This is an optimization exercise on Yosys and OpenROAD, whose aim is small area, a short achievable clock period and few clock cycles per item, not a production implementation.
Only simulation tests tie the RTL to the original design; equivalence was not proved.

## design/flow/flow/run.sh

```bash
#!/bin/bash
set -euo pipefail
export BUFFER_PORTS_ARGS="-buffer_cell sky130_fd_sc_hd__buf_1"
export SETUP_SLACK_MARGIN=5.75
bash standard.sh > standard.log 2>&1
```

## design/flow/standard.sh

```bash
#!/bin/bash
# synth_recipe.tcl (not shown) runs the flow's synth.tcl, then flattens the netlist and writes it again
# the make line also repeats each setting of config.mk as NAME=value (left out here)
make -C /OpenROAD-flow-scripts/flow DESIGN_CONFIG=/design/flow/config.mk WORK_HOME=/design/flow/orfs CLKGATE_MAP_FILE= SYNTH_SCRIPT=/design/flow/synth_recipe.tcl "${@:-finish}"
```

## design/flow/config.mk

```make
export PLATFORM = sky130hd
export DESIGN_NAME = R_CORDIC_Unit
export DESIGN_NICKNAME = R_CORDIC_Unit
export VERILOG_FILES = /design/flow/design.v
export SDC_FILE = /design/flow/constraint.sdc
export NUM_CORES = 4
export LEC_CHECK = 0
export CAP_MARGIN = 20
export CORE_MARGIN = 2
export CORE_UTILIZATION = 60
export PLACE_DENSITY = 0.7
export SLEW_MARGIN = 20
```

## design/flow/constraint.sdc

```tcl
create_clock -name core_clock -period 10.0 [get_ports {clk}]
set_input_delay 2.0000 -clock core_clock [delete_from_list [all_inputs] [get_ports {clk}]]
set_output_delay 2.0000 -clock core_clock [all_outputs]
set_load 0.01 [all_outputs]
```

## design/flow/design.v

```verilog
module LUT (
    input      [14:0] step,     
    output reg [31:0] value
);
    always @(*) begin
        value = 32'h0;
        if (step[0]) value = value | 32'h2D000000;
        if (step[1]) value = value | 32'h1A90F0F5;
        if (step[2]) value = value | 32'h0E0926A5;
        if (step[3]) value = value | 32'h072023D0;
        if (step[4]) value = value | 32'h03937ABF;
        if (step[5]) value = value | 32'h01C95CAD;
        if (step[6]) value = value | 32'h00E492E5;
        if (step[7]) value = value | 32'h00722D16;
        if (step[8]) value = value | 32'h00391D3F;
        if (step[9]) value = value | 32'h001CC3DD;
        if (step[10]) value = value | 32'h000E2487;
        if (step[11]) value = value | 32'h00072290;
        if (step[12]) value = value | 32'h0003917C;
        if (step[13]) value = value | 32'h0001E66E;
        if (step[14]) value = value | 32'h0000E557;
    end
endmodule
module add_sk (input [31:0] a, input [31:0] b, input cin, output [31:0] s);
  wire [31:0] p = a ^ b;
  wire [31:0] g0 = a & b;
  wire gc0 = g0[0] | (p[0] & cin);
  wire g_0_1 = g0[1] | (p[1] & gc0);
  wire p_0_1 = p[1] & p[0];
  wire g_0_3 = g0[3] | (p[3] & g0[2]);
  wire p_0_3 = p[3] & p[2];
  wire g_0_5 = g0[5] | (p[5] & g0[4]);
  wire p_0_5 = p[5] & p[4];
  wire g_0_7 = g0[7] | (p[7] & g0[6]);
  wire p_0_7 = p[7] & p[6];
  wire g_0_9 = g0[9] | (p[9] & g0[8]);
  wire p_0_9 = p[9] & p[8];
  wire g_0_11 = g0[11] | (p[11] & g0[10]);
  wire p_0_11 = p[11] & p[10];
  wire g_0_13 = g0[13] | (p[13] & g0[12]);
  wire p_0_13 = p[13] & p[12];
  wire g_0_15 = g0[15] | (p[15] & g0[14]);
  wire p_0_15 = p[15] & p[14];
  wire g_0_17 = g0[17] | (p[17] & g0[16]);
  wire p_0_17 = p[17] & p[16];
  wire g_0_19 = g0[19] | (p[19] & g0[18]);
  wire p_0_19 = p[19] & p[18];
  wire g_0_21 = g0[21] | (p[21] & g0[20]);
  wire p_0_21 = p[21] & p[20];
  wire g_0_23 = g0[23] | (p[23] & g0[22]);
  wire p_0_23 = p[23] & p[22];
  wire g_0_25 = g0[25] | (p[25] & g0[24]);
  wire p_0_25 = p[25] & p[24];
  wire g_0_27 = g0[27] | (p[27] & g0[26]);
  wire p_0_27 = p[27] & p[26];
  wire g_0_29 = g0[29] | (p[29] & g0[28]);
  wire p_0_29 = p[29] & p[28];
  wire g_0_31 = g0[31] | (p[31] & g0[30]);
  wire p_0_31 = p[31] & p[30];
  wire g_1_2 = g0[2] | (p[2] & g_0_1);
  wire p_1_2 = p[2] & p_0_1;
  wire g_1_3 = g_0_3 | (p_0_3 & g_0_1);
  wire p_1_3 = p_0_3 & p_0_1;
  wire g_1_6 = g0[6] | (p[6] & g_0_5);
  wire p_1_6 = p[6] & p_0_5;
  wire g_1_7 = g_0_7 | (p_0_7 & g_0_5);
  wire p_1_7 = p_0_7 & p_0_5;
  wire g_1_10 = g0[10] | (p[10] & g_0_9);
  wire p_1_10 = p[10] & p_0_9;
  wire g_1_11 = g_0_11 | (p_0_11 & g_0_9);
  wire p_1_11 = p_0_11 & p_0_9;
  wire g_1_14 = g0[14] | (p[14] & g_0_13);
  wire p_1_14 = p[14] & p_0_13;
  wire g_1_15 = g_0_15 | (p_0_15 & g_0_13);
  wire p_1_15 = p_0_15 & p_0_13;
  wire g_1_18 = g0[18] | (p[18] & g_0_17);
  wire p_1_18 = p[18] & p_0_17;
  wire g_1_19 = g_0_19 | (p_0_19 & g_0_17);
  wire p_1_19 = p_0_19 & p_0_17;
  wire g_1_22 = g0[22] | (p[22] & g_0_21);
  wire p_1_22 = p[22] & p_0_21;
  wire g_1_23 = g_0_23 | (p_0_23 & g_0_21);
  wire p_1_23 = p_0_23 & p_0_21;
  wire g_1_26 = g0[26] | (p[26] & g_0_25);
  wire p_1_26 = p[26] & p_0_25;
  wire g_1_27 = g_0_27 | (p_0_27 & g_0_25);
  wire p_1_27 = p_0_27 & p_0_25;
  wire g_1_30 = g0[30] | (p[30] & g_0_29);
  wire p_1_30 = p[30] & p_0_29;
  wire g_1_31 = g_0_31 | (p_0_31 & g_0_29);
  wire p_1_31 = p_0_31 & p_0_29;
  wire g_2_4 = g0[4] | (p[4] & g_1_3);
  wire p_2_4 = p[4] & p_1_3;
  wire g_2_5 = g_0_5 | (p_0_5 & g_1_3);
  wire p_2_5 = p_0_5 & p_1_3;
  wire g_2_6 = g_1_6 | (p_1_6 & g_1_3);
  wire p_2_6 = p_1_6 & p_1_3;
  wire g_2_7 = g_1_7 | (p_1_7 & g_1_3);
  wire p_2_7 = p_1_7 & p_1_3;
  wire g_2_12 = g0[12] | (p[12] & g_1_11);
  wire p_2_12 = p[12] & p_1_11;
  wire g_2_13 = g_0_13 | (p_0_13 & g_1_11);
  wire p_2_13 = p_0_13 & p_1_11;
  wire g_2_14 = g_1_14 | (p_1_14 & g_1_11);
  wire p_2_14 = p_1_14 & p_1_11;
  wire g_2_15 = g_1_15 | (p_1_15 & g_1_11);
  wire p_2_15 = p_1_15 & p_1_11;
  wire g_2_20 = g0[20] | (p[20] & g_1_19);
  wire p_2_20 = p[20] & p_1_19;
  wire g_2_21 = g_0_21 | (p_0_21 & g_1_19);
  wire p_2_21 = p_0_21 & p_1_19;
  wire g_2_22 = g_1_22 | (p_1_22 & g_1_19);
  wire p_2_22 = p_1_22 & p_1_19;
  wire g_2_23 = g_1_23 | (p_1_23 & g_1_19);
  wire p_2_23 = p_1_23 & p_1_19;
  wire g_2_28 = g0[28] | (p[28] & g_1_27);
  wire p_2_28 = p[28] & p_1_27;
  wire g_2_29 = g_0_29 | (p_0_29 & g_1_27);
  wire p_2_29 = p_0_29 & p_1_27;
  wire g_2_30 = g_1_30 | (p_1_30 & g_1_27);
  wire p_2_30 = p_1_30 & p_1_27;
  wire g_2_31 = g_1_31 | (p_1_31 & g_1_27);
  wire p_2_31 = p_1_31 & p_1_27;
  wire g_3_8 = g0[8] | (p[8] & g_2_7);
  wire p_3_8 = p[8] & p_2_7;
  wire g_3_9 = g_0_9 | (p_0_9 & g_2_7);
  wire p_3_9 = p_0_9 & p_2_7;
  wire g_3_10 = g_1_10 | (p_1_10 & g_2_7);
  wire p_3_10 = p_1_10 & p_2_7;
  wire g_3_11 = g_1_11 | (p_1_11 & g_2_7);
  wire p_3_11 = p_1_11 & p_2_7;
  wire g_3_12 = g_2_12 | (p_2_12 & g_2_7);
  wire p_3_12 = p_2_12 & p_2_7;
  wire g_3_13 = g_2_13 | (p_2_13 & g_2_7);
  wire p_3_13 = p_2_13 & p_2_7;
  wire g_3_14 = g_2_14 | (p_2_14 & g_2_7);
  wire p_3_14 = p_2_14 & p_2_7;
  wire g_3_15 = g_2_15 | (p_2_15 & g_2_7);
  wire p_3_15 = p_2_15 & p_2_7;
  wire g_3_24 = g0[24] | (p[24] & g_2_23);
  wire p_3_24 = p[24] & p_2_23;
  wire g_3_25 = g_0_25 | (p_0_25 & g_2_23);
  wire p_3_25 = p_0_25 & p_2_23;
  wire g_3_26 = g_1_26 | (p_1_26 & g_2_23);
  wire p_3_26 = p_1_26 & p_2_23;
  wire g_3_27 = g_1_27 | (p_1_27 & g_2_23);
  wire p_3_27 = p_1_27 & p_2_23;
  wire g_3_28 = g_2_28 | (p_2_28 & g_2_23);
  wire p_3_28 = p_2_28 & p_2_23;
  wire g_3_29 = g_2_29 | (p_2_29 & g_2_23);
  wire p_3_29 = p_2_29 & p_2_23;
  wire g_3_30 = g_2_30 | (p_2_30 & g_2_23);
  wire p_3_30 = p_2_30 & p_2_23;
  wire g_3_31 = g_2_31 | (p_2_31 & g_2_23);
  wire p_3_31 = p_2_31 & p_2_23;
  wire g_4_16 = g0[16] | (p[16] & g_3_15);
  wire p_4_16 = p[16] & p_3_15;
  wire g_4_17 = g_0_17 | (p_0_17 & g_3_15);
  wire p_4_17 = p_0_17 & p_3_15;
  wire g_4_18 = g_1_18 | (p_1_18 & g_3_15);
  wire p_4_18 = p_1_18 & p_3_15;
  wire g_4_19 = g_1_19 | (p_1_19 & g_3_15);
  wire p_4_19 = p_1_19 & p_3_15;
  wire g_4_20 = g_2_20 | (p_2_20 & g_3_15);
  wire p_4_20 = p_2_20 & p_3_15;
  wire g_4_21 = g_2_21 | (p_2_21 & g_3_15);
  wire p_4_21 = p_2_21 & p_3_15;
  wire g_4_22 = g_2_22 | (p_2_22 & g_3_15);
  wire p_4_22 = p_2_22 & p_3_15;
  wire g_4_23 = g_2_23 | (p_2_23 & g_3_15);
  wire p_4_23 = p_2_23 & p_3_15;
  wire g_4_24 = g_3_24 | (p_3_24 & g_3_15);
  wire p_4_24 = p_3_24 & p_3_15;
  wire g_4_25 = g_3_25 | (p_3_25 & g_3_15);
  wire p_4_25 = p_3_25 & p_3_15;
  wire g_4_26 = g_3_26 | (p_3_26 & g_3_15);
  wire p_4_26 = p_3_26 & p_3_15;
  wire g_4_27 = g_3_27 | (p_3_27 & g_3_15);
  wire p_4_27 = p_3_27 & p_3_15;
  wire g_4_28 = g_3_28 | (p_3_28 & g_3_15);
  wire p_4_28 = p_3_28 & p_3_15;
  wire g_4_29 = g_3_29 | (p_3_29 & g_3_15);
  wire p_4_29 = p_3_29 & p_3_15;
  wire g_4_30 = g_3_30 | (p_3_30 & g_3_15);
  wire p_4_30 = p_3_30 & p_3_15;
  wire g_4_31 = g_3_31 | (p_3_31 & g_3_15);
  wire p_4_31 = p_3_31 & p_3_15;
  assign s = p ^ {g_4_30, g_4_29, g_4_28, g_4_27, g_4_26, g_4_25, g_4_24, g_4_23, g_4_22, g_4_21, g_4_20, g_4_19, g_4_18, g_4_17, g_4_16, g_3_15, g_3_14, g_3_13, g_3_12, g_3_11, g_3_10, g_3_9, g_3_8, g_2_7, g_2_6, g_2_5, g_2_4, g_1_3, g_1_2, g_0_1, gc0, cin};
endmodule
module rsh (
    input  [31:0] d,
    input  [3:0]  lo,
    input  [3:0]  hi,
    output [31:0] q
);
    wire [46:0] de = {{15{d[31]}}, d};
    wire [43:0] t;
    genvar j;
    generate
        for (j = 0; j < 44; j = j + 1) begin : s1
            assign t[j] = (lo[0] & de[j]) | (lo[1] & de[j + 1]) |
                          (lo[2] & de[j + 2]) | (lo[3] & de[j + 3]);
        end
        for (j = 0; j < 32; j = j + 1) begin : s2
            assign q[j] = (hi[0] & t[j]) | (hi[1] & t[j + 4]) |
                          (hi[2] & t[j + 8]) | (hi[3] & t[j + 12]);
        end
    endgenerate
endmodule
module R_CORDIC (
    input  [31:0] x,
    output [31:0] s,
    output [31:0] c,
    output        cin
);
    wire w1 = x[31] ^ ~x[27];
    wire w2 = x[31] & ~x[27];
    wire w3 = ~x[28] ^ x[24];
    wire w4 = ~x[28] & x[24];
    wire w5 = ~x[29] ^ x[25];
    wire w6 = ~x[29] & x[25];
    wire w7 = ~x[30] ^ x[26];
    wire w8 = ~x[30] & x[26];
    wire w9 = ~x[15] ^ ~x[11];
    wire w10 = ~x[15] & ~x[11];
    wire w11 = ~x[16] ^ ~x[12];
    wire w12 = ~x[16] & ~x[12];
    wire w13 = ~x[17] ^ ~x[13];
    wire w14 = ~x[17] & ~x[13];
    wire w15 = ~x[18] ^ ~x[14] ^ x[10];
    wire w16 = (~x[18] & ~x[14]) | (~x[18] & x[10]) | (~x[14] & x[10]);
    wire w17 = x[8] ^ ~x[6];
    wire w18 = x[8] & ~x[6];
    wire w19 = ~x[19] ^ ~x[15] ^ x[11];
    wire w20 = (~x[19] & ~x[15]) | (~x[19] & x[11]) | (~x[15] & x[11]);
    wire w21 = x[9] ^ ~x[7];
    wire w22 = x[9] & ~x[7];
    wire w23 = ~x[20] ^ ~x[16] ^ x[12];
    wire w24 = (~x[20] & ~x[16]) | (~x[20] & x[12]) | (~x[16] & x[12]);
    wire w25 = x[10] ^ ~x[8];
    wire w26 = x[10] & ~x[8];
    wire w27 = ~x[21] ^ ~x[17] ^ x[13];
    wire w28 = (~x[21] & ~x[17]) | (~x[21] & x[13]) | (~x[17] & x[13]);
    wire w29 = x[11] ^ ~x[9] ^ ~x[6];
    wire w30 = (x[11] & ~x[9]) | (x[11] & ~x[6]) | (~x[9] & ~x[6]);
    wire w31 = ~x[22] ^ ~x[18] ^ x[14];
    wire w32 = (~x[22] & ~x[18]) | (~x[22] & x[14]) | (~x[18] & x[14]);
    wire w33 = x[12] ^ ~x[10] ^ ~x[7];
    wire w34 = (x[12] & ~x[10]) | (x[12] & ~x[7]) | (~x[10] & ~x[7]);
    wire w35 = ~x[23] ^ ~x[19] ^ x[15];
    wire w36 = (~x[23] & ~x[19]) | (~x[23] & x[15]) | (~x[19] & x[15]);
    wire w37 = x[13] ^ ~x[11] ^ ~x[8];
    wire w38 = (x[13] & ~x[11]) | (x[13] & ~x[8]) | (~x[11] & ~x[8]);
    wire w39 = ~x[5] ^ x[2];
    wire w40 = ~x[5] & x[2];
    wire w41 = ~x[24] ^ ~x[20] ^ x[16];
    wire w42 = (~x[24] & ~x[20]) | (~x[24] & x[16]) | (~x[20] & x[16]);
    wire w43 = x[14] ^ ~x[12] ^ ~x[9];
    wire w44 = (x[14] & ~x[12]) | (x[14] & ~x[9]) | (~x[12] & ~x[9]);
    wire w45 = ~x[6] ^ x[3] ^ x[1];
    wire w46 = (~x[6] & x[3]) | (~x[6] & x[1]) | (x[3] & x[1]);
    wire w47 = ~x[25] ^ ~x[21] ^ x[17];
    wire w48 = (~x[25] & ~x[21]) | (~x[25] & x[17]) | (~x[21] & x[17]);
    wire w49 = x[15] ^ ~x[13] ^ ~x[10];
    wire w50 = (x[15] & ~x[13]) | (x[15] & ~x[10]) | (~x[13] & ~x[10]);
    wire w51 = ~x[7] ^ x[4] ^ x[2];
    wire w52 = (~x[7] & x[4]) | (~x[7] & x[2]) | (x[4] & x[2]);
    wire w53 = ~x[26] ^ ~x[22] ^ x[18];
    wire w54 = (~x[26] & ~x[22]) | (~x[26] & x[18]) | (~x[22] & x[18]);
    wire w55 = x[16] ^ ~x[14] ^ ~x[11];
    wire w56 = (x[16] & ~x[14]) | (x[16] & ~x[11]) | (~x[14] & ~x[11]);
    wire w57 = ~x[8] ^ x[5] ^ x[3];
    wire w58 = (~x[8] & x[5]) | (~x[8] & x[3]) | (x[5] & x[3]);
    wire w59 = ~x[27] ^ ~x[23] ^ x[19];
    wire w60 = (~x[27] & ~x[23]) | (~x[27] & x[19]) | (~x[23] & x[19]);
    wire w61 = x[17] ^ ~x[15] ^ ~x[12];
    wire w62 = (x[17] & ~x[15]) | (x[17] & ~x[12]) | (~x[15] & ~x[12]);
    wire w63 = ~x[9] ^ x[6] ^ x[4];
    wire w64 = (~x[9] & x[6]) | (~x[9] & x[4]) | (x[6] & x[4]);
    wire w65 = ~x[28] ^ ~x[24] ^ x[20];
    wire w66 = (~x[28] & ~x[24]) | (~x[28] & x[20]) | (~x[24] & x[20]);
    wire w67 = x[18] ^ ~x[16] ^ ~x[13];
    wire w68 = (x[18] & ~x[16]) | (x[18] & ~x[13]) | (~x[16] & ~x[13]);
    wire w69 = ~x[10] ^ x[7] ^ x[5];
    wire w70 = (~x[10] & x[7]) | (~x[10] & x[5]) | (x[7] & x[5]);
    wire w71 = ~x[29] ^ ~x[25] ^ x[21];
    wire w72 = (~x[29] & ~x[25]) | (~x[29] & x[21]) | (~x[25] & x[21]);
    wire w73 = x[19] ^ ~x[17] ^ ~x[14];
    wire w74 = (x[19] & ~x[17]) | (x[19] & ~x[14]) | (~x[17] & ~x[14]);
    wire w75 = ~x[11] ^ x[8] ^ x[6];
    wire w76 = (~x[11] & x[8]) | (~x[11] & x[6]) | (x[8] & x[6]);
    wire w77 = ~x[30] ^ ~x[26] ^ x[22];
    wire w78 = (~x[30] & ~x[26]) | (~x[30] & x[22]) | (~x[26] & x[22]);
    wire w79 = x[20] ^ ~x[18] ^ ~x[15];
    wire w80 = (x[20] & ~x[18]) | (x[20] & ~x[15]) | (~x[18] & ~x[15]);
    wire w81 = ~x[12] ^ x[9] ^ x[7];
    wire w82 = (~x[12] & x[9]) | (~x[12] & x[7]) | (x[9] & x[7]);
    wire w83 = w1 ^ x[23] ^ x[21];
    wire w84 = (w1 & x[23]) | (w1 & x[21]) | (x[23] & x[21]);
    wire w85 = ~x[19] ^ ~x[16] ^ ~x[13];
    wire w86 = (~x[19] & ~x[16]) | (~x[19] & ~x[13]) | (~x[16] & ~x[13]);
    wire w87 = x[10] ^ x[8] ^ 1'b1;
    wire w88 = (x[10] & x[8]) | (x[10] & 1'b1) | (x[8] & 1'b1);
    wire w89 = w3 ^ x[22] ^ ~x[20];
    wire w90 = (w3 & x[22]) | (w3 & ~x[20]) | (x[22] & ~x[20]);
    wire w91 = ~x[17] ^ ~x[14] ^ x[11];
    wire w92 = (~x[17] & ~x[14]) | (~x[17] & x[11]) | (~x[14] & x[11]);
    wire w93 = x[9] ^ 1'b1 ^ w2;
    wire w94 = (x[9] & 1'b1) | (x[9] & w2) | (1'b1 & w2);
    wire w95 = w5 ^ x[23] ^ ~x[21];
    wire w96 = (w5 & x[23]) | (w5 & ~x[21]) | (x[23] & ~x[21]);
    wire w97 = ~x[18] ^ ~x[15] ^ x[12];
    wire w98 = (~x[18] & ~x[15]) | (~x[18] & x[12]) | (~x[15] & x[12]);
    wire w99 = x[10] ^ 1'b1 ^ w4;
    wire w100 = (x[10] & 1'b1) | (x[10] & w4) | (1'b1 & w4);
    wire w101 = w7 ^ x[24] ^ ~x[22];
    wire w102 = (w7 & x[24]) | (w7 & ~x[22]) | (x[24] & ~x[22]);
    wire w103 = ~x[19] ^ ~x[16] ^ x[13];
    wire w104 = (~x[19] & ~x[16]) | (~x[19] & x[13]) | (~x[16] & x[13]);
    wire w105 = x[11] ^ 1'b1 ^ w6;
    wire w106 = (x[11] & 1'b1) | (x[11] & w6) | (1'b1 & w6);
    wire w107 = x[31] ^ x[27] ^ x[25];
    wire w108 = (x[31] & x[27]) | (x[31] & x[25]) | (x[27] & x[25]);
    wire w109 = ~x[23] ^ ~x[20] ^ ~x[17];
    wire w110 = (~x[23] & ~x[20]) | (~x[23] & ~x[17]) | (~x[20] & ~x[17]);
    wire w111 = x[14] ^ x[12] ^ w8;
    wire w112 = (x[14] & x[12]) | (x[14] & w8) | (x[12] & w8);
    wire w113 = x[28] ^ x[26] ^ ~x[24];
    wire w114 = (x[28] & x[26]) | (x[28] & ~x[24]) | (x[26] & ~x[24]);
    wire w115 = ~x[21] ^ ~x[18] ^ x[15];
    wire w116 = (~x[21] & ~x[18]) | (~x[21] & x[15]) | (~x[18] & x[15]);
    wire w117 = x[13] ^ 1'b1;
    wire w118 = x[13] & 1'b1;
    wire w119 = x[29] ^ x[27] ^ ~x[25];
    wire w120 = (x[29] & x[27]) | (x[29] & ~x[25]) | (x[27] & ~x[25]);
    wire w121 = ~x[22] ^ ~x[19] ^ x[16];
    wire w122 = (~x[22] & ~x[19]) | (~x[22] & x[16]) | (~x[19] & x[16]);
    wire w123 = x[14] ^ 1'b1;
    wire w124 = x[14] & 1'b1;
    wire w125 = x[30] ^ x[28] ^ ~x[26];
    wire w126 = (x[30] & x[28]) | (x[30] & ~x[26]) | (x[28] & ~x[26]);
    wire w127 = ~x[23] ^ ~x[20] ^ x[17];
    wire w128 = (~x[23] & ~x[20]) | (~x[23] & x[17]) | (~x[20] & x[17]);
    wire w129 = x[15] ^ 1'b1;
    wire w130 = x[15] & 1'b1;
    wire w131 = ~x[31] ^ x[29] ^ ~x[27];
    wire w132 = (~x[31] & x[29]) | (~x[31] & ~x[27]) | (x[29] & ~x[27]);
    wire w133 = ~x[24] ^ ~x[21] ^ x[18];
    wire w134 = (~x[24] & ~x[21]) | (~x[24] & x[18]) | (~x[21] & x[18]);
    wire w135 = x[30] ^ ~x[28] ^ ~x[25];
    wire w136 = (x[30] & ~x[28]) | (x[30] & ~x[25]) | (~x[28] & ~x[25]);
    wire w137 = ~x[22] ^ x[19];
    wire w138 = ~x[22] & x[19];
    wire w139 = ~x[31] ^ ~x[29] ^ ~x[26];
    wire w140 = (~x[31] & ~x[29]) | (~x[31] & ~x[26]) | (~x[29] & ~x[26]);
    wire w141 = ~x[30] ^ ~x[27];
    wire w142 = ~x[30] & ~x[27];
    wire w143 = ~x[12] ^ ~x[8] ^ x[4];
    wire w144 = (~x[12] & ~x[8]) | (~x[12] & x[4]) | (~x[8] & x[4]);
    wire w145 = ~x[13] ^ ~x[9] ^ x[5];
    wire w146 = (~x[13] & ~x[9]) | (~x[13] & x[5]) | (~x[9] & x[5]);
    wire w147 = ~x[14] ^ ~x[10] ^ x[6];
    wire w148 = (~x[14] & ~x[10]) | (~x[14] & x[6]) | (~x[10] & x[6]);
    wire w149 = w9 ^ x[7] ^ x[5];
    wire w150 = (w9 & x[7]) | (w9 & x[5]) | (x[7] & x[5]);
    wire w151 = ~x[3] ^ ~x[0];
    wire w152 = ~x[3] & ~x[0];
    wire w153 = w11 ^ x[8] ^ x[6];
    wire w154 = (w11 & x[8]) | (w11 & x[6]) | (x[8] & x[6]);
    wire w155 = ~x[4] ^ ~x[1] ^ w10;
    wire w156 = (~x[4] & ~x[1]) | (~x[4] & w10) | (~x[1] & w10);
    wire w157 = w13 ^ x[9] ^ x[7];
    wire w158 = (w13 & x[9]) | (w13 & x[7]) | (x[9] & x[7]);
    wire w159 = ~x[5] ^ ~x[2] ^ w12;
    wire w160 = (~x[5] & ~x[2]) | (~x[5] & w12) | (~x[2] & w12);
    wire w161 = w15 ^ w17 ^ ~x[3];
    wire w162 = (w15 & w17) | (w15 & ~x[3]) | (w17 & ~x[3]);
    wire w163 = ~x[0] ^ 1'b1 ^ w14;
    wire w164 = (~x[0] & 1'b1) | (~x[0] & w14) | (1'b1 & w14);
    wire w165 = w19 ^ w21 ^ ~x[4];
    wire w166 = (w19 & w21) | (w19 & ~x[4]) | (w21 & ~x[4]);
    wire w167 = ~x[1] ^ w16 ^ w18;
    wire w168 = (~x[1] & w16) | (~x[1] & w18) | (w16 & w18);
    wire w169 = w23 ^ w25 ^ ~x[5];
    wire w170 = (w23 & w25) | (w23 & ~x[5]) | (w25 & ~x[5]);
    wire w171 = ~x[2] ^ w20 ^ w22;
    wire w172 = (~x[2] & w20) | (~x[2] & w22) | (w20 & w22);
    wire w173 = w27 ^ w29 ^ ~x[3];
    wire w174 = (w27 & w29) | (w27 & ~x[3]) | (w29 & ~x[3]);
    wire w175 = x[0] ^ w24 ^ w26;
    wire w176 = (x[0] & w24) | (x[0] & w26) | (w24 & w26);
    wire w177 = w31 ^ w33 ^ ~x[4];
    wire w178 = (w31 & w33) | (w31 & ~x[4]) | (w33 & ~x[4]);
    wire w179 = x[1] ^ w28 ^ w30;
    wire w180 = (x[1] & w28) | (x[1] & w30) | (w28 & w30);
    wire w181 = w35 ^ w37 ^ w39;
    wire w182 = (w35 & w37) | (w35 & w39) | (w37 & w39);
    wire w183 = x[0] ^ w32 ^ w34;
    wire w184 = (x[0] & w32) | (x[0] & w34) | (w32 & w34);
    wire w185 = w41 ^ w43 ^ w45;
    wire w186 = (w41 & w43) | (w41 & w45) | (w43 & w45);
    wire w187 = w36 ^ w38 ^ w40;
    wire w188 = (w36 & w38) | (w36 & w40) | (w38 & w40);
    wire w189 = w47 ^ w49 ^ w51;
    wire w190 = (w47 & w49) | (w47 & w51) | (w49 & w51);
    wire w191 = w42 ^ w44 ^ w46;
    wire w192 = (w42 & w44) | (w42 & w46) | (w44 & w46);
    wire w193 = w53 ^ w55 ^ w57;
    wire w194 = (w53 & w55) | (w53 & w57) | (w55 & w57);
    wire w195 = w48 ^ w50 ^ w52;
    wire w196 = (w48 & w50) | (w48 & w52) | (w50 & w52);
    wire w197 = w59 ^ w61 ^ w63;
    wire w198 = (w59 & w61) | (w59 & w63) | (w61 & w63);
    wire w199 = w54 ^ w56 ^ w58;
    wire w200 = (w54 & w56) | (w54 & w58) | (w56 & w58);
    wire w201 = w65 ^ w67 ^ w69;
    wire w202 = (w65 & w67) | (w65 & w69) | (w67 & w69);
    wire w203 = w60 ^ w62 ^ w64;
    wire w204 = (w60 & w62) | (w60 & w64) | (w62 & w64);
    wire w205 = w71 ^ w73 ^ w75;
    wire w206 = (w71 & w73) | (w71 & w75) | (w73 & w75);
    wire w207 = w66 ^ w68 ^ w70;
    wire w208 = (w66 & w68) | (w66 & w70) | (w68 & w70);
    wire w209 = w77 ^ w79 ^ w81;
    wire w210 = (w77 & w79) | (w77 & w81) | (w79 & w81);
    wire w211 = w72 ^ w74 ^ w76;
    wire w212 = (w72 & w74) | (w72 & w76) | (w74 & w76);
    wire w213 = w83 ^ w85 ^ w87;
    wire w214 = (w83 & w85) | (w83 & w87) | (w85 & w87);
    wire w215 = w78 ^ w80 ^ w82;
    wire w216 = (w78 & w80) | (w78 & w82) | (w80 & w82);
    wire w217 = w89 ^ w91 ^ w93;
    wire w218 = (w89 & w91) | (w89 & w93) | (w91 & w93);
    wire w219 = w84 ^ w86 ^ w88;
    wire w220 = (w84 & w86) | (w84 & w88) | (w86 & w88);
    wire w221 = w95 ^ w97 ^ w99;
    wire w222 = (w95 & w97) | (w95 & w99) | (w97 & w99);
    wire w223 = w90 ^ w92 ^ w94;
    wire w224 = (w90 & w92) | (w90 & w94) | (w92 & w94);
    wire w225 = w101 ^ w103 ^ w105;
    wire w226 = (w101 & w103) | (w101 & w105) | (w103 & w105);
    wire w227 = w96 ^ w98 ^ w100;
    wire w228 = (w96 & w98) | (w96 & w100) | (w98 & w100);
    wire w229 = w107 ^ w109 ^ w111;
    wire w230 = (w107 & w109) | (w107 & w111) | (w109 & w111);
    wire w231 = w102 ^ w104 ^ w106;
    wire w232 = (w102 & w104) | (w102 & w106) | (w104 & w106);
    wire w233 = w113 ^ w115 ^ w117;
    wire w234 = (w113 & w115) | (w113 & w117) | (w115 & w117);
    wire w235 = w108 ^ w110 ^ w112;
    wire w236 = (w108 & w110) | (w108 & w112) | (w110 & w112);
    wire w237 = w119 ^ w121 ^ w123;
    wire w238 = (w119 & w121) | (w119 & w123) | (w121 & w123);
    wire w239 = w114 ^ w116 ^ w118;
    wire w240 = (w114 & w116) | (w114 & w118) | (w116 & w118);
    wire w241 = w125 ^ w127 ^ w129;
    wire w242 = (w125 & w127) | (w125 & w129) | (w127 & w129);
    wire w243 = w120 ^ w122 ^ w124;
    wire w244 = (w120 & w122) | (w120 & w124) | (w122 & w124);
    wire w245 = w131 ^ w133 ^ x[16];
    wire w246 = (w131 & w133) | (w131 & x[16]) | (w133 & x[16]);
    wire w247 = w126 ^ w128 ^ w130;
    wire w248 = (w126 & w128) | (w126 & w130) | (w128 & w130);
    wire w249 = w135 ^ w137 ^ x[17];
    wire w250 = (w135 & w137) | (w135 & x[17]) | (w137 & x[17]);
    wire w251 = 1'b1 ^ w132 ^ w134;
    wire w252 = (1'b1 & w132) | (1'b1 & w134) | (w132 & w134);
    wire w253 = w139 ^ ~x[23] ^ x[20];
    wire w254 = (w139 & ~x[23]) | (w139 & x[20]) | (~x[23] & x[20]);
    wire w255 = x[18] ^ w136 ^ w138;
    wire w256 = (x[18] & w136) | (x[18] & w138) | (w136 & w138);
    wire w257 = w141 ^ ~x[24] ^ x[21];
    wire w258 = (w141 & ~x[24]) | (w141 & x[21]) | (~x[24] & x[21]);
    wire w259 = x[19] ^ 1'b1 ^ w140;
    wire w260 = (x[19] & 1'b1) | (x[19] & w140) | (1'b1 & w140);
    wire w261 = x[31] ^ ~x[28] ^ ~x[25];
    wire w262 = (x[31] & ~x[28]) | (x[31] & ~x[25]) | (~x[28] & ~x[25]);
    wire w263 = x[22] ^ x[20] ^ w142;
    wire w264 = (x[22] & x[20]) | (x[22] & w142) | (x[20] & w142);
    wire w265 = ~x[29] ^ ~x[26] ^ x[23];
    wire w266 = (~x[29] & ~x[26]) | (~x[29] & x[23]) | (~x[26] & x[23]);
    wire w267 = x[21] ^ 1'b1;
    wire w268 = x[21] & 1'b1;
    wire w269 = ~x[30] ^ ~x[27] ^ x[24];
    wire w270 = (~x[30] & ~x[27]) | (~x[30] & x[24]) | (~x[27] & x[24]);
    wire w271 = x[22] ^ 1'b1;
    wire w272 = x[22] & 1'b1;
    wire w273 = x[31] ^ ~x[28] ^ x[25];
    wire w274 = (x[31] & ~x[28]) | (x[31] & x[25]) | (~x[28] & x[25]);
    wire w275 = ~x[29] ^ x[26];
    wire w276 = ~x[29] & x[26];
    wire w277 = ~x[30] ^ x[27];
    wire w278 = ~x[30] & x[27];
    wire w279 = ~x[10] ^ ~x[6];
    wire w280 = ~x[10] & ~x[6];
    wire w281 = ~x[11] ^ ~x[7] ^ x[3];
    wire w282 = (~x[11] & ~x[7]) | (~x[11] & x[3]) | (~x[7] & x[3]);
    wire w283 = w143 ^ x[2] ^ ~x[0];
    wire w284 = (w143 & x[2]) | (w143 & ~x[0]) | (x[2] & ~x[0]);
    wire w285 = w145 ^ x[3] ^ ~x[1];
    wire w286 = (w145 & x[3]) | (w145 & ~x[1]) | (x[3] & ~x[1]);
    wire w287 = w147 ^ x[4] ^ ~x[2];
    wire w288 = (w147 & x[4]) | (w147 & ~x[2]) | (x[4] & ~x[2]);
    wire w289 = w149 ^ w151 ^ 1'b1;
    wire w290 = (w149 & w151) | (w149 & 1'b1) | (w151 & 1'b1);
    wire w291 = w153 ^ w155 ^ w150;
    wire w292 = (w153 & w155) | (w153 & w150) | (w155 & w150);
    wire w293 = w157 ^ w159 ^ w154;
    wire w294 = (w157 & w159) | (w157 & w154) | (w159 & w154);
    wire w295 = w161 ^ w163 ^ w158;
    wire w296 = (w161 & w163) | (w161 & w158) | (w163 & w158);
    wire w297 = w165 ^ w167 ^ w162;
    wire w298 = (w165 & w167) | (w165 & w162) | (w167 & w162);
    wire w299 = w169 ^ w171 ^ w166;
    wire w300 = (w169 & w171) | (w169 & w166) | (w171 & w166);
    wire w301 = w173 ^ w175 ^ w170;
    wire w302 = (w173 & w175) | (w173 & w170) | (w175 & w170);
    wire w303 = w177 ^ w179 ^ w174;
    wire w304 = (w177 & w179) | (w177 & w174) | (w179 & w174);
    wire w305 = w181 ^ w183 ^ w178;
    wire w306 = (w181 & w183) | (w181 & w178) | (w183 & w178);
    wire w307 = w185 ^ w187 ^ w182;
    wire w308 = (w185 & w187) | (w185 & w182) | (w187 & w182);
    wire w309 = w189 ^ w191 ^ w186;
    wire w310 = (w189 & w191) | (w189 & w186) | (w191 & w186);
    wire w311 = w193 ^ w195 ^ w190;
    wire w312 = (w193 & w195) | (w193 & w190) | (w195 & w190);
    wire w313 = w197 ^ w199 ^ w194;
    wire w314 = (w197 & w199) | (w197 & w194) | (w199 & w194);
    wire w315 = w201 ^ w203 ^ w198;
    wire w316 = (w201 & w203) | (w201 & w198) | (w203 & w198);
    wire w317 = w205 ^ w207 ^ w202;
    wire w318 = (w205 & w207) | (w205 & w202) | (w207 & w202);
    wire w319 = w209 ^ w211 ^ w206;
    wire w320 = (w209 & w211) | (w209 & w206) | (w211 & w206);
    wire w321 = w213 ^ w215 ^ w210;
    wire w322 = (w213 & w215) | (w213 & w210) | (w215 & w210);
    wire w323 = w217 ^ w219 ^ w214;
    wire w324 = (w217 & w219) | (w217 & w214) | (w219 & w214);
    wire w325 = w221 ^ w223 ^ w218;
    wire w326 = (w221 & w223) | (w221 & w218) | (w223 & w218);
    wire w327 = w225 ^ w227 ^ w222;
    wire w328 = (w225 & w227) | (w225 & w222) | (w227 & w222);
    wire w329 = w229 ^ w231 ^ w226;
    wire w330 = (w229 & w231) | (w229 & w226) | (w231 & w226);
    wire w331 = w233 ^ w235 ^ w230;
    wire w332 = (w233 & w235) | (w233 & w230) | (w235 & w230);
    wire w333 = w237 ^ w239 ^ w234;
    wire w334 = (w237 & w239) | (w237 & w234) | (w239 & w234);
    wire w335 = w241 ^ w243 ^ w238;
    wire w336 = (w241 & w243) | (w241 & w238) | (w243 & w238);
    wire w337 = w245 ^ w247 ^ w242;
    wire w338 = (w245 & w247) | (w245 & w242) | (w247 & w242);
    wire w339 = w249 ^ w251 ^ w246;
    wire w340 = (w249 & w251) | (w249 & w246) | (w251 & w246);
    wire w341 = w253 ^ w255 ^ w250;
    wire w342 = (w253 & w255) | (w253 & w250) | (w255 & w250);
    wire w343 = w257 ^ w259 ^ w254;
    wire w344 = (w257 & w259) | (w257 & w254) | (w259 & w254);
    wire w345 = w261 ^ w263 ^ w258;
    wire w346 = (w261 & w263) | (w261 & w258) | (w263 & w258);
    wire w347 = w265 ^ w267 ^ w262;
    wire w348 = (w265 & w267) | (w265 & w262) | (w267 & w262);
    wire w349 = w269 ^ w271 ^ w266;
    wire w350 = (w269 & w271) | (w269 & w266) | (w271 & w266);
    wire w351 = w273 ^ x[23] ^ w270;
    wire w352 = (w273 & x[23]) | (w273 & w270) | (x[23] & w270);
    wire w353 = w275 ^ x[24] ^ 1'b1;
    wire w354 = (w275 & x[24]) | (w275 & 1'b1) | (x[24] & 1'b1);
    wire w355 = w277 ^ x[25] ^ 1'b1;
    wire w356 = (w277 & x[25]) | (w277 & 1'b1) | (x[25] & 1'b1);
    wire w357 = x[31] ^ x[28] ^ x[26];
    wire w358 = (x[31] & x[28]) | (x[31] & x[26]) | (x[28] & x[26]);
    wire w359 = x[29] ^ x[27];
    wire w360 = x[29] & x[27];
    wire w361 = x[30] ^ x[28];
    wire w362 = x[30] & x[28];
    wire w363 = ~x[4] ^ ~x[0];
    wire w364 = ~x[4] & ~x[0];
    wire w365 = ~x[5] ^ ~x[1];
    wire w366 = ~x[5] & ~x[1];
    wire w367 = ~x[6] ^ ~x[2];
    wire w368 = ~x[6] & ~x[2];
    wire w369 = ~x[7] ^ ~x[3];
    wire w370 = ~x[7] & ~x[3];
    wire w371 = ~x[8] ^ ~x[4] ^ x[0];
    wire w372 = (~x[8] & ~x[4]) | (~x[8] & x[0]) | (~x[4] & x[0]);
    wire w373 = ~x[9] ^ ~x[5] ^ x[1];
    wire w374 = (~x[9] & ~x[5]) | (~x[9] & x[1]) | (~x[5] & x[1]);
    wire w375 = w279 ^ x[2] ^ x[0];
    wire w376 = (w279 & x[2]) | (w279 & x[0]) | (x[2] & x[0]);
    wire w377 = w281 ^ x[1] ^ w280;
    wire w378 = (w281 & x[1]) | (w281 & w280) | (x[1] & w280);
    wire w379 = w283 ^ 1'b1 ^ w282;
    wire w380 = (w283 & 1'b1) | (w283 & w282) | (1'b1 & w282);
    wire w381 = w285 ^ w144 ^ w284;
    wire w382 = (w285 & w144) | (w285 & w284) | (w144 & w284);
    wire w383 = w287 ^ w146 ^ w286;
    wire w384 = (w287 & w146) | (w287 & w286) | (w146 & w286);
    wire w385 = w289 ^ w148 ^ w288;
    wire w386 = (w289 & w148) | (w289 & w288) | (w148 & w288);
    wire w387 = w291 ^ w152 ^ w290;
    wire w388 = (w291 & w152) | (w291 & w290) | (w152 & w290);
    wire w389 = w293 ^ w156 ^ w292;
    wire w390 = (w293 & w156) | (w293 & w292) | (w156 & w292);
    wire w391 = w295 ^ w160 ^ w294;
    wire w392 = (w295 & w160) | (w295 & w294) | (w160 & w294);
    wire w393 = w297 ^ w164 ^ w296;
    wire w394 = (w297 & w164) | (w297 & w296) | (w164 & w296);
    wire w395 = w299 ^ w168 ^ w298;
    wire w396 = (w299 & w168) | (w299 & w298) | (w168 & w298);
    wire w397 = w301 ^ w172 ^ w300;
    wire w398 = (w301 & w172) | (w301 & w300) | (w172 & w300);
    wire w399 = w303 ^ w176 ^ w302;
    wire w400 = (w303 & w176) | (w303 & w302) | (w176 & w302);
    wire w401 = w305 ^ w180 ^ w304;
    wire w402 = (w305 & w180) | (w305 & w304) | (w180 & w304);
    wire w403 = w307 ^ w184 ^ w306;
    wire w404 = (w307 & w184) | (w307 & w306) | (w184 & w306);
    wire w405 = w309 ^ w188 ^ w308;
    wire w406 = (w309 & w188) | (w309 & w308) | (w188 & w308);
    wire w407 = w311 ^ w192 ^ w310;
    wire w408 = (w311 & w192) | (w311 & w310) | (w192 & w310);
    wire w409 = w313 ^ w196 ^ w312;
    wire w410 = (w313 & w196) | (w313 & w312) | (w196 & w312);
    wire w411 = w315 ^ w200 ^ w314;
    wire w412 = (w315 & w200) | (w315 & w314) | (w200 & w314);
    wire w413 = w317 ^ w204 ^ w316;
    wire w414 = (w317 & w204) | (w317 & w316) | (w204 & w316);
    wire w415 = w319 ^ w208 ^ w318;
    wire w416 = (w319 & w208) | (w319 & w318) | (w208 & w318);
    wire w417 = w321 ^ w212 ^ w320;
    wire w418 = (w321 & w212) | (w321 & w320) | (w212 & w320);
    wire w419 = w323 ^ w216 ^ w322;
    wire w420 = (w323 & w216) | (w323 & w322) | (w216 & w322);
    wire w421 = w325 ^ w220 ^ w324;
    wire w422 = (w325 & w220) | (w325 & w324) | (w220 & w324);
    wire w423 = w327 ^ w224 ^ w326;
    wire w424 = (w327 & w224) | (w327 & w326) | (w224 & w326);
    wire w425 = w329 ^ w228 ^ w328;
    wire w426 = (w329 & w228) | (w329 & w328) | (w228 & w328);
    wire w427 = w331 ^ w232 ^ w330;
    wire w428 = (w331 & w232) | (w331 & w330) | (w232 & w330);
    wire w429 = w333 ^ w236 ^ w332;
    wire w430 = (w333 & w236) | (w333 & w332) | (w236 & w332);
    wire w431 = w335 ^ w240 ^ w334;
    wire w432 = (w335 & w240) | (w335 & w334) | (w240 & w334);
    wire w433 = w337 ^ w244 ^ w336;
    wire w434 = (w337 & w244) | (w337 & w336) | (w244 & w336);
    wire w435 = w339 ^ w248 ^ w338;
    wire w436 = (w339 & w248) | (w339 & w338) | (w248 & w338);
    wire w437 = w341 ^ w252 ^ w340;
    wire w438 = (w341 & w252) | (w341 & w340) | (w252 & w340);
    wire w439 = w343 ^ w256 ^ w342;
    wire w440 = (w343 & w256) | (w343 & w342) | (w256 & w342);
    wire w441 = w345 ^ w260 ^ w344;
    wire w442 = (w345 & w260) | (w345 & w344) | (w260 & w344);
    wire w443 = w347 ^ w264 ^ w346;
    wire w444 = (w347 & w264) | (w347 & w346) | (w264 & w346);
    wire w445 = w349 ^ w268 ^ w348;
    wire w446 = (w349 & w268) | (w349 & w348) | (w268 & w348);
    wire w447 = w351 ^ w272 ^ w350;
    wire w448 = (w351 & w272) | (w351 & w350) | (w272 & w350);
    wire w449 = w353 ^ w274 ^ w352;
    wire w450 = (w353 & w274) | (w353 & w352) | (w274 & w352);
    wire w451 = w355 ^ w276 ^ w354;
    wire w452 = (w355 & w276) | (w355 & w354) | (w276 & w354);
    wire w453 = w357 ^ w278 ^ w356;
    wire w454 = (w357 & w278) | (w357 & w356) | (w278 & w356);
    wire w455 = w359 ^ 1'b1 ^ w358;
    wire w456 = (w359 & 1'b1) | (w359 & w358) | (1'b1 & w358);
    wire w457 = w361 ^ 1'b1 ^ w360;
    wire w458 = (w361 & 1'b1) | (w361 & w360) | (1'b1 & w360);
    wire w459 = ~x[31] ^ x[29] ^ w362;
    wire w460 = (~x[31] & x[29]) | (~x[31] & w362) | (x[29] & w362);
    wire w461 = x[30] ^ 1'b1;
    wire w462 = x[30] & 1'b1;
    wire [23:0] la = {w401, w399, w397, w395, w393, w391, w389, w387, w385, w383, w381, w379, w377, w375, w373, w371, w369, w367, w365, w363, ~x[3], ~x[2], ~x[1], ~x[0]};
    wire [23:0] lb = {w400, w398, w396, w394, w392, w390, w388, w386, w384, w382, w380, w378, w376, w374, w372, w370, w368, w366, w364, 1'b1, 1'b0, 1'b0, 1'b0, 1'b1};
    wire [23:0] lg = la & lb;
    wire [23:0] lp = la | lb;
    wire cg1 = lg[1] | (lp[1] & lg[0]);
    wire cp1 = lp[1] & lp[0];
    wire cg2 = lg[3] | (lp[3] & lg[2]);
    wire cp2 = lp[3] & lp[2];
    wire cg3 = lg[5] | (lp[5] & lg[4]);
    wire cp3 = lp[5] & lp[4];
    wire cg4 = lg[7] | (lp[7] & lg[6]);
    wire cp4 = lp[7] & lp[6];
    wire cg5 = lg[9] | (lp[9] & lg[8]);
    wire cp5 = lp[9] & lp[8];
    wire cg6 = lg[11] | (lp[11] & lg[10]);
    wire cp6 = lp[11] & lp[10];
    wire cg7 = lg[13] | (lp[13] & lg[12]);
    wire cp7 = lp[13] & lp[12];
    wire cg8 = lg[15] | (lp[15] & lg[14]);
    wire cp8 = lp[15] & lp[14];
    wire cg9 = lg[17] | (lp[17] & lg[16]);
    wire cp9 = lp[17] & lp[16];
    wire cg10 = lg[19] | (lp[19] & lg[18]);
    wire cp10 = lp[19] & lp[18];
    wire cg11 = lg[21] | (lp[21] & lg[20]);
    wire cp11 = lp[21] & lp[20];
    wire cg12 = lg[23] | (lp[23] & lg[22]);
    wire cp12 = lp[23] & lp[22];
    wire cg13 = cg2 | (cp2 & cg1);
    wire cp13 = cp2 & cp1;
    wire cg14 = cg4 | (cp4 & cg3);
    wire cp14 = cp4 & cp3;
    wire cg15 = cg6 | (cp6 & cg5);
    wire cp15 = cp6 & cp5;
    wire cg16 = cg8 | (cp8 & cg7);
    wire cp16 = cp8 & cp7;
    wire cg17 = cg10 | (cp10 & cg9);
    wire cp17 = cp10 & cp9;
    wire cg18 = cg12 | (cp12 & cg11);
    wire cp18 = cp12 & cp11;
    wire cg19 = cg14 | (cp14 & cg13);
    wire cp19 = cp14 & cp13;
    wire cg20 = cg16 | (cp16 & cg15);
    wire cp20 = cp16 & cp15;
    wire cg21 = cg18 | (cp18 & cg17);
    wire cp21 = cp18 & cp17;
    wire cg22 = cg20 | (cp20 & cg19);
    wire cp22 = cp20 & cp19;
    wire cg23 = cg21 | (cp21 & cg22);
    wire cp23 = cp21 & cp22;
    assign cin = cg23;
    assign s = {1'b1, ~x[31], w461, w459, w457, w455, w453, w451, w449, w447, w445, w443, w441, w439, w437, w435, w433, w431, w429, w427, w425, w423, w421, w419, w417, w415, w413, w411, w409, w407, w405, w403};
    assign c = {1'b0, w462, w460, w458, w456, w454, w452, w450, w448, w446, w444, w442, w440, w438, w436, w434, w432, w430, w428, w426, w424, w422, w420, w418, w416, w414, w412, w410, w408, w406, w404, w402};
endmodule
module R_CORDIC_Unit (
    input signed [31:0]      i_data_1,
    input signed [31:0]      i_data_2,
    input signed [31:0]      angle,
    input                    en,
    input                    rst,
    input                    clk,
    output signed [31:0]     o_data_1,
    output signed [31:0]     o_data_2,
    output                   done_flag
);
    reg        busy, done;
    reg signed [31:0] bx, by, ba;
    reg               bc;
    reg        [3:0]  sxl, sxh;    
    reg        [3:0]  syl, syh;    
    reg        [17:0] oh;          
    reg               fin;     
    reg               hold;    
    reg               sgx;     
    reg               sgy_n;   
    reg               sga_n;   
    wire m1 = oh[15];
    wire m2 = oh[16];
    wire m3 = oh[17];
    wire        fin_n  = !en && busy && (m1 || m2);
    wire        hold_n = !en && busy && m2;
    wire [3:0]  nl = en ? 4'd1 : {oh[2] | oh[6] | oh[10],
                                  oh[1] | oh[5] | oh[9]  | oh[13],
                                  oh[0] | oh[4] | oh[8]  | oh[12],
                                  oh[3] | oh[7] | oh[11]};
    wire [3:0]  nh = en ? 4'd1 : {oh[11] | oh[12] | oh[13],
                                  oh[7]  | oh[8]  | oh[9]  | oh[10],
                                  oh[3]  | oh[4]  | oh[5]  | oh[6],
                                  oh[0]  | oh[1]  | oh[2]};
    wire [31:0] t;
    LUT lut (.step(oh[14:0]), .value(t));
    wire cinx = sgx | (fin & bc);
    wire [31:0] sx, sy;
    rsh rsh_x (.d(bx), .lo(sxl), .hi(sxh), .q(sx));
    rsh rsh_y (.d(by), .lo(syl), .hi(syh), .q(sy));
    wire [31:0] nx, ny, na;
    add_sk add_x (.a(bx), .b(sy ^ {32{sgx}}),   .cin(cinx),  .s(nx));
    add_sk add_y (.a(by), .b(sx ^ {32{sgy_n}}), .cin(sgy_n), .s(ny));
    add_sk add_a (.a(ba), .b(t  ^ {32{sga_n}}), .cin(sga_n), .s(na));
    wire [31:0] ks, kc;
    wire        kci;
    R_CORDIC gain (.x(ba), .s(ks), .c(kc), .cin(kci));
    wire [31:0] ba_n = en ? angle : m1 ? by : (m2 || oh[14]) ? nx : na;
    wire        sg_n = en ? angle[31] : na[31];
    always @(posedge clk or posedge rst) begin
        if (rst) begin
            busy <= 1'b0;
            done <= 1'b0;
        end else begin
            done <= busy && m3;
            if (en)
                busy <= 1'b1;
            else if (m3)
                busy <= 1'b0;
        end
    end
    always @(posedge clk) begin
        bc    <= kci;
        fin   <= fin_n;
        hold  <= hold_n;
        sxl   <= nl;
        sxh   <= nh;
        syl   <= fin_n ? 4'd1 : nl;
        syh   <= fin_n ? 4'd1 : nh;
        oh    <= en ? 18'd1 : oh << 1;
        sgx   <= sg_n & ~fin_n;
        sgy_n <= ~sg_n;
        sga_n <= ~(sg_n | hold_n);
        ba    <= ba_n;
        if (en) begin
            bx <= i_data_1;
            by <= i_data_2;
        end else if (m1 | m2) begin
            bx <= ks;
            by <= kc;
        end else begin
            bx <= nx;
            by <= ny;
        end
    end
    assign o_data_1  = ba;
    assign o_data_2  = bx;
    assign done_flag = done;
endmodule
```

==> impl_metrics.toml <==
[placed_design]
hpwl_mm = 51.2
gp_congestion = 1.00
io_buffers = 163

[clock_network]
cts_root_buf = "clkbuf_16"
clock_latency_ns = 0.47
clockBufferDepth = 2
clock-sinks = 137
cts_buffers = 17
ctsHoldBuffers = 0
htreeDepth = 4
clkTransAtPathRegs_ns = 0.07
cts_tree = "yes"

[worst_setup_path]
cp_max_fo = 3
path_buf_inv = 2
cpMaxStageDelayCell = "fa_1"
cp-start-kind = "flip-flop"
timing.rr.start = "ba[15]$_DFF_P_"
crit_path_start = "ba[15]$_DFF_P_"
cpPeakStageDelay_ns = 0.50
worstPathRequired_ns = 10.41
critPathKind = "reg2reg"
cp_cell_sequence = "inv_8 -> fa_1 -> fa_1 -> inv_1 -> fa_1 -> fa_1 -> a222oi_1 -> o211ai_1 -> a2111oi_2 -> a2111oi_2 -> maj3_2 -> maj3_2 -> maj3_2 -> a21oi_2"
cp_top_family = "adder cells"
crit_arrival_ns = 4.95
end_kind = "flip-flop"
cp_common_cell = "fa_1"

[logic_synthesis]
async_reset_ff_share_pct = 1.46
synthAdderAreaFrac_pct = 32.7
synth_area_leaders = "fa_1 23%, dfxtp_1 15%, ha_1 9.3%"
syn_area_um2 = 17800
dominantRegCellSynth = "dfxtp_1"
synth_top_family_by_area = "adder cells"
synth_mux_area_share_pct = 1.53
seq_area_frac_synth_pct = 15.5
ys_seq_elements = 137
synth_xor_xnor_area_share_pct = 7.74
synthesis.nets = 2504
synthSimpleGateAreaFrac_pct = 12.0
synth_top_cell_by_area = "fa_1"
synth_edf_count = 0
syn_inst = 2068
synth.avg_cell_area_um2 = 8.60
synthDominantCellAreaShare_pct = 23.1
synth_compound_gate_area_share_pct = 23.2
ys_warn_count = 2
yosysUniqueCellTypes = 69

[finish]
final_common_cell = "inv_1"
drive_above_1_share_pct = 9.18
mostFrequentLayoutCells = "209 x inv_1, 206 x nand2_1, 201 x fa_1, 162 x buf_1, 148 x a22oi_1"
syn2layout_area_growth_pct = 11.7
multiInputGateArea_um2 = 14000
fill_cells = 2533
nets = 2624
antenna_cells = 0
register_area_um2 = 2840

[job]
max_cap_violations = 0

[outcome]
outcome = "timing/DRC/antenna clean"

[sta]
max_freq_mhz = 220
rsz0062_at_grt = "yes"
finClkSkew_ns = 0.0147
hold_violations = 0
slew_headroom_pct = 29.4
tns_ns = 0
finalCritPeriodShare_pct = 45.4
worst_slew_pin_slew_ns = 1.06
slew_violations = 0
setup_viol = 0
holdWs_ns = 0.437
min_period_ns = 4.54

[die]
core.rowCount = 63
coreArea_um2 = 29400
dieArea_um2 = 31000
pin_count = 164
die_x_um = 176
initial_utilization_pct = 60.5
die_y_um = 176

[hold_path]
hp-start = "oh[17]$_SDFF_PP0_"
hold_class = "reg2reg"

[routing]
dr.first_iter.drc_count = 2001
ant_nets = 0
avgViaCountPerCell = 6.55
drt-total-wl_mm = 66.5
route.vias.total = 17000
drtPass1Iterations = 6
drcViolationCount = 0
wire_per_inst_um = 25.7

[global_route]
grt_usage_pct = 43.0
grt_start_max_net_pins = 95
antenna_found_initial = 0
overflow = 0
grt_pass1_wl_mm = 98.7
grt_pass1_vias = 16300
## path summary, 6_finish.rpt
| kind | to | slack (ns) | cells after the start |
|---|---|---|---|
| worst max-delay path | bc$_DFF_P_ | 5.46 | 14 |
| worst max register to register | bc$_DFF_P_ | 5.46 | 14 |
| worst min-delay path | busy$_DFFE_PP0P_ | 0.44 | 1 |
| worst min register to register | busy$_DFFE_PP0P_ | 0.44 | 1 |
| max in group asynchronous | done$_DFF_PP0_ | 8.53 | 2 |
| min in group asynchronous | busy$_DFFE_PP0P_ | 1.35 | 2 |
## cells in the mapped netlist (all sizes together), types with 18 or more instances
cell / number
a21o: 25
a21oi: 115
a221oi: 36
a22o: 32
a22oi: 149
buf: 18
clkbuf: 98
dfxtp: 135
fa: 205
ha: 132
inv: 226
mux2i: 25
nand2: 208
nand3: 23
nor2: 87
nor2b: 24
nor3: 31
o21a: 20
o21ai: 107
xnor2: 99
xor2: 58
## final cells by class
cell class                      count  share of cell area, %
Clock buffer                       18                   2.16
Clock inverter                     14                  0.693
Inverter                          227                   4.59
Multi-Input combinational cell   1588                   70.6
Sequential cell                   137                   14.3
Tap cell                          390                   2.46
Timing Repair Buffer              217                   5.20
## flip-flops by register name, indices dropped and copies added (netlist names)
name	count
ba	32
bx	32
by	32
oh	18
sxh	4
sxl	4
syh	4
syl	4
bc	1
busy	1
done	1
fin	1
sga_n	1
sgx	1
sgy_n	1
## what timing repair did
action / in CTS / in global routing
pin swaps: 7 / 12
setup endpoints to repair: 72 / 67
endpoints found under the hold margin: 0 / 0
setup buffers: 22 / 14
gates cloned: 0 / 0
resized for setup: 44 / 65
## kinds of logic after synthesis
| group | after synthesis |
|---|---|
| xor gates and xnor gates | 157 |
| and+or+nand+nor | 462 |
| AOI/OAI and AO/OA | 600 |
| adders and majority gates | 342 |
| muxes | 27 |
| DFF | 137 |
| buffers and inverters | 343 |
## metrics by stage
| step | instance area, um2 | setup WS [ns] | util [%] | std cells |
|---|---|---|---|---|
| final | 19900 | 5.46 | 67.5 | 2591 |
| after global routing | 19900 | 5.26 | 67.5 | 2591 |
| after CTS | 19500 | 5.47 | 66.2 | 2577 |
| after detailed placement | 18600 | 5.14 | 63.3 | 2523 |
| after global placement | 18600 | 5.24 | 63.3 | 2523 |
| after floorplan | 17800 | 5.72 | - | 2068 |
## metal layers
layer	vias to the layer above	GRT usage, %	routed length [um]
met3	236	7.88	6490
met5	-	0	0
met2	1108	64.5	29100
li1	7476	-	-
met1	8164	57.7	26200
met4	0	26.7	4760
Testbench counts, summed over its fixed seeds: cycles 9,736, items 512.

## port drivers added, routing unchanged
In the flow no input, the clock included, has a driving cell. The finished layout below was timed again as built, in two steps.
Step 1 (the two cells are an assumption about what drives the block):
set clk [get_ports {clk}]
set_driving_cell -lib_cell sky130_fd_sc_hd__clkbuf_16 $clk
set_driving_cell -lib_cell sky130_fd_sc_hd__buf_2 [delete_from_list [all_inputs] $clk]
Step 2 adds t to the input delays and takes it off the output delays; t is the mean of the earliest and latest rising clock arrival at the registers after step 1. Input paths then give back, and output paths get back, about the clock's delay inside the block.
Slacks: ideal / step 1 / step 2; pairs: ideal / step 1.
t (ns): 0.518
setup slack, ns: 5.464 / 5.464 / 5.464
clock arrival spread, ns: 0.015 / 0.015
After both steps setup and hold are still met in this run. For this run, drivers alone change the setup slack by 0.000 ns; drivers and shift together by 0.000 ns.
